Background: an optimization exercise with open tools, aiming at small area. Do not read the settings as production practice. No functional check of the RTL was part of any run shown here. No activity file was given, so power comes from the tool's default toggle rates.

## flow/design.v (module list and top-level ports; edited modules follow where they fit)
// module ldiv: 2946 lines
module ldiv #
  (
   parameter 	NUMERATOR_WIDTH = 32,
   parameter 	DENOMINATOR_WIDTH = 32,
   parameter 	QUOTIENT_WIDTH = 32
   )
   (
    input 				      clk,
    input 				      reset,
    input signed [NUMERATOR_WIDTH - 1:0]      numerator_in,
    input [DENOMINATOR_WIDTH - 1:0] 	      denominator_in,
    input 				      valid_in,
    output signed [QUOTIENT_WIDTH - 1:0]      quotient_out,
    output signed [NUMERATOR_WIDTH - 1:0]     remainder_out,
    output 				      valid_out,
    output signed [NUMERATOR_WIDTH - 1 + 1:0] numerator_out,
    output [DENOMINATOR_WIDTH - 1:0] 	      denominator_out
    );
  // ...
==> flow/run.sh <==
#!/bin/bash
# synth_recipe.tcl (not shown) runs the flow's synth.tcl, then flattens the netlist and writes it again
# the make line also repeats each setting of config.mk as NAME=value (left out here)
make -C /OpenROAD-flow-scripts/flow DESIGN_CONFIG=/design/flow/config.mk WORK_HOME=/design/flow/orfs CLKGATE_MAP_FILE= SYNTH_SCRIPT=/design/flow/synth_recipe.tcl finish
==> flow/config.mk <==
export PLATFORM = sky130hd
export DESIGN_NAME = ldiv
export DESIGN_NICKNAME = ldiv
export VERILOG_FILES = /design/flow/design.v
export SDC_FILE = /design/flow/constraint.sdc
export NUM_CORES = 4
export LEC_CHECK = 0
export CAP_MARGIN = 20
export CORE_MARGIN = 2
export CORE_UTILIZATION = 45
export GPL_TIMING_DRIVEN = 0
export PLACE_DENSITY = 0.6
export SLEW_MARGIN = 20
==> flow/constraint.sdc <==
create_clock -name core_clock -period 7.0 [get_ports {clk}]
set_input_delay 1.4000 -clock core_clock [delete_from_list [all_inputs] [get_ports {clk}]]
set_output_delay 1.4000 -clock core_clock [all_outputs]
set_load 0.01 [all_outputs]
==> results.cfg, run 1 <==
[power_and_ir_drop]
p_leak_nw = 25.04
power_density_nw_per_um2 = 292.0
pg_comb_mw = 4.22
internal_power_mw = 13.77
p_seq_frac = 0.410

[critical_path]
worstSetupStartpointType = flop
ff2ff_path_depth = 25
r2r_end = R8[22]$_DFF_P_
worstSetupEndpointType = primary output

[synth]
synth_edf_count = 0
yosys.area.top_type = dfxtp_1
synth_top_area_frac = 0.4476
synthMuxAreaShare = 0.01247

[worst_hold_path]
hold_class = reg -> reg

[global_routing]
grt-busiest-layer = met2

[detailed_routing]
top_layer = met4
firstDrtPassIters = 5

[run_status]
violatedChecks = setup timing
status = failed layout checks

[cts]
cts_tree = yes
cts_num_sinks = 1240
post-cts-setup-buffer-count = 35

[sta]
setup_viol = 5
timing.final.ws_setup_ps = -443.1

[run]
cap_violations = 0

[placed_design]
place_ws_ps = -1595

[layout]
stdcell_count = 8217
multi_input_area_share = 0.4582
==> run 2: changes to the inputs <==
--- a/flow/config.mk
+++ b/flow/config.mk
@@ -8,6 +8,5 @@
 export CAP_MARGIN = 20
 export CORE_MARGIN = 2
 export CORE_UTILIZATION = 45
-export GPL_TIMING_DRIVEN = 0
 export PLACE_DENSITY = 0.6
 export SLEW_MARGIN = 20
==> run 2 against run 1 <==
Still fails the layout checks on setup timing; fmax up 2.9%; setup slack better by 210 ps; combinational power down 4%; flip-flop and latch count unchanged; clock skew down 32 ps; non-clock buffer count up 61; register-to-register slack better by 70 ps; sequential share of layout area up 0.20 points; via count up 0.31%; area after synthesis unchanged; global-route usage down 0.62 points; critical path type unchanged; critical endpoint unchanged.
==> results.cfg, run 2 <==
[run_status]
status = failed layout checks
violatedChecks = setup timing

[sta]
hold_viol = 0
rsz0062_at_grt = yes
skew_ps = 30.93
setup_viol = 5
tightest_slew_ps = 1014
timing.final.ws_setup_ps = -235.0
finalSetupTns_ps = -828.6
slew_viol_final = 0
finalCritPeriodShare = 1.034
slew_headroom = 0.3227
hold_ws_ps = 316.2
period_minus_slack_ps = 7235
fmax_mhz = 138.2

[detailed_routing]
drt_iter0_markers = 2468
routedWlPerCell_um = 15.62
vias = 43642
ant_nets = 0
vias_per_cell = 5.278
drc = 0
firstDrtPassIters = 5
routed_wl_mm = 129.2

[cts]
clk_latency_ps = 760
cts.path.max_buffers = 3
root_buffer = clkbuf_16
clkTransAtPathRegs_ps = 60
cts_tree = yes
cts_num_sinks = 1240
cts_buffers = 131
h-tree-depth = 4

[critical_path]
arrival_ps = 5830
cp.required_ps = 5600
worstSetupStartpointType = flop
crit_fanout = 3
worstSetupPathType = reg -> out
worstSetupEndpointType = primary output

[synth]
synthArstFlopShare = 0
yosys.area.top_type = dfxtp_1
synth_common_cells = dfxtp_1 (1240), xnor2_1 (663), nand2_1 (535)
synth-seq-cells = 1240
synth_cell_types = 111
netlist_top_cells_area = dfxtp_1 (45%), xnor2_1 (10%), xor2_1 (4.2%)
synth_area_per_cell_um2 = 9.108
yosys_warnings = 1
syn_inst = 6090
synth_top_area_frac = 0.4476
synth_edf_count = 0
post-synth-top-count-cell = dfxtp_1
ys_seq_area_frac = 0.4476
synthFlopType = dfxtp_1
syn_area_um2 = 55470
syn_nets = 6164

[power_and_ir_drop]
internal_power_mw = 13.66
p_switching_mw = 5.513
vdd_drop_max_mv = 0.2447
power_density_nw_per_um2 = 288.4
pwr-share-comb = 0.211
p_leak_nw = 25.71
clkPwrFrac = 0.369
p_seq_frac = 0.421
switching_share = 0.2875

[layout]
n_antenna_cell = 0
fill_cells = 11127
area_growth_pct = 19.83
drive_gt1_frac = 0.1198
final_common_cell = dfxtp_1
multi_input_area_um2 = 29190
seqCellArea_um2 = 24840
final_cell_mix = dfxtp_1 (1225), xnor2_1 (652), nand2_1 (533), nor2_1 (465), buf_4 (344)
fin_nets = 6620

[floorplan]
num_rows = 128
start_util = 0.4545
core_um2 = 122000
die_w_um = 355.1
dieArea_um2 = 126100
ios = 197
dieHeight_um = 355.1

[placed_design]
dp_hpwl_mm = 98.59
numPortBuffers = 196
place_congestion = 0.8934

[global_routing]
use_met1 = 0.2598
use_met2 = 0.3506
grt_pass1_vias = 41685
grt_max_degree = 48
grt-busiest-layer = met2
grtUsageMet3 = 0.03231
grt_first_pass_wirelength_mm = 212.8
grt_usage = 0.2022
antenna_found_initial = 2
grt_overflow = 0

[run]
cap_violations = 0

[worst_hold_path]
hold_class = reg -> reg
## run 2: cell counts after synthesis
Identical to the previous run, type by type.
## run 2: final timing paths
| check | slack [ps] | from | to | cells after the start |
|---|---|---|---|---|
| setup / recovery | -230 | d12[4]$_DFF_P_ | quotient_out[30] | 21 |
| hold / removal | 320 | n7[3]$_DFF_P_ | n8[3]$_DFF_P_ | 0 |
| setup reg to reg | 260 | R6[15]$_DFF_P_ | R7[1]$_DFF_P_ | 24 |
| hold reg to reg | 320 | n7[3]$_DFF_P_ | n8[3]$_DFF_P_ | 0 |
## run 2: final cells by class
type                    count  share of cell area
repair buffers            551             0.07168
clock inverters            62             0.01369
inverters                 292             0.01651
multi-input cells        4330              0.4392
well taps                1625             0.03059
flip-flops and latches   1240              0.3738
clock buffers             168             0.05461
## run 2: metal layers
layer / vias up / share of wire
met5: - / 0
met4: 0 / 0.020
met3: 178 / 0.042
met2: 816 / 0.48
met1: 20645 / 0.46
li1: 22003 / -
## run 2: cells by family after synthesis
family / after synthesis / synth area share
AOI/OAI and AO/OA: 1211 / 0.1495
xor gates and xnor gates: 929 / 0.1472
adders and majority gates: 217 / 0.03970
buffers and inverters: 520 / 0.03625
DFF: 1240 / 0.4476
muxes: 68 / 0.01247
and+or+nand+nor: 1905 / 0.1674
## run 2: worst max-delay path, cell delays in order (launching register included)
cell and delay [ps]:
dfxtp_1 340, nor4_4 270, nand2_1 130, or4_4 440, or4_4 460, or4_4 480, buf_6 160, nor3_4 110
xnor2_1 90, nand3_1 120, nor4_2 70, nand4_1 100, or2_4 150, ha_4 140, nand3_2 50, or4_4 420
or3_4 350, or4_4 440, or4_4 440, nand2_2 100, xnor2_2 100, buf_2 140
## run 2: stage by stage
step / std cells / area, um2 / power, mW / utilization / worst slack, ps
global placement: 8028 / 61240 / 12.09 / 0.5018 / -213.3
floorplan: 6090 / 55470 / 10.93 / - / 166.8
CTS: 8262 / 65910 / 19.35 / 0.5401 / -256.2
global route: 8268 / 66470 / 20.21 / 0.5446 / -433.8
finish: 8268 / 66470 / 19.17 / 0.5446 / -235.0
detailed placement: 8028 / 61240 / 12.15 / 0.5018 / -291.1
## run 2: power groups by stage
stage | Sequential [mW] | Combinational (mW) | Clock, mW
finish | 8.06 | 4.04 | 7.07
global route | 8.14 | 4.47 | 7.60
CTS | 8.07 | 3.98 | 7.30
detailed placement | 8.22 | 3.93 | 0
global placement | 8.21 | 3.88 | 0
floorplan | 7.98 | 2.94 | 0
## run 2: what timing repair did
action / in CTS / in global routing
buffers inserted: 4 / 6
hold buffers: 0 / 0
pin swaps: 4 / 16
endpoints found under the setup margin: 40 / 229
resized for setup: 46 / 128
endpoints found under the hold margin: 0 / 0

separate check: timing with driven ports:
The flow's constraints put no driver on any port. The routed layouts listed below were extracted and timed again, unchanged, in two steps. Step 1 assumes that a clkbuf_16 drives the clock port and a buf_2 every other input. Step 2 times the ports against the registers' clock, not the clock port: input delays grow and output delays shrink by t, the midpoint of the rising clock arrivals with the driver on. Three values: no drivers, after step 1, after step 2; two values: the first two.
run	t, ns	setup WS [ns]	worst setup path after step 2
run 1	0.812	-0.443 / -0.517 / -0.501	input to register
run 2	0.815	-0.235 / -0.304 / -0.269	input to register
The setup slack of run 1, which loses most, moves by -0.074 ns with the drivers and by -0.058 ns with both steps.
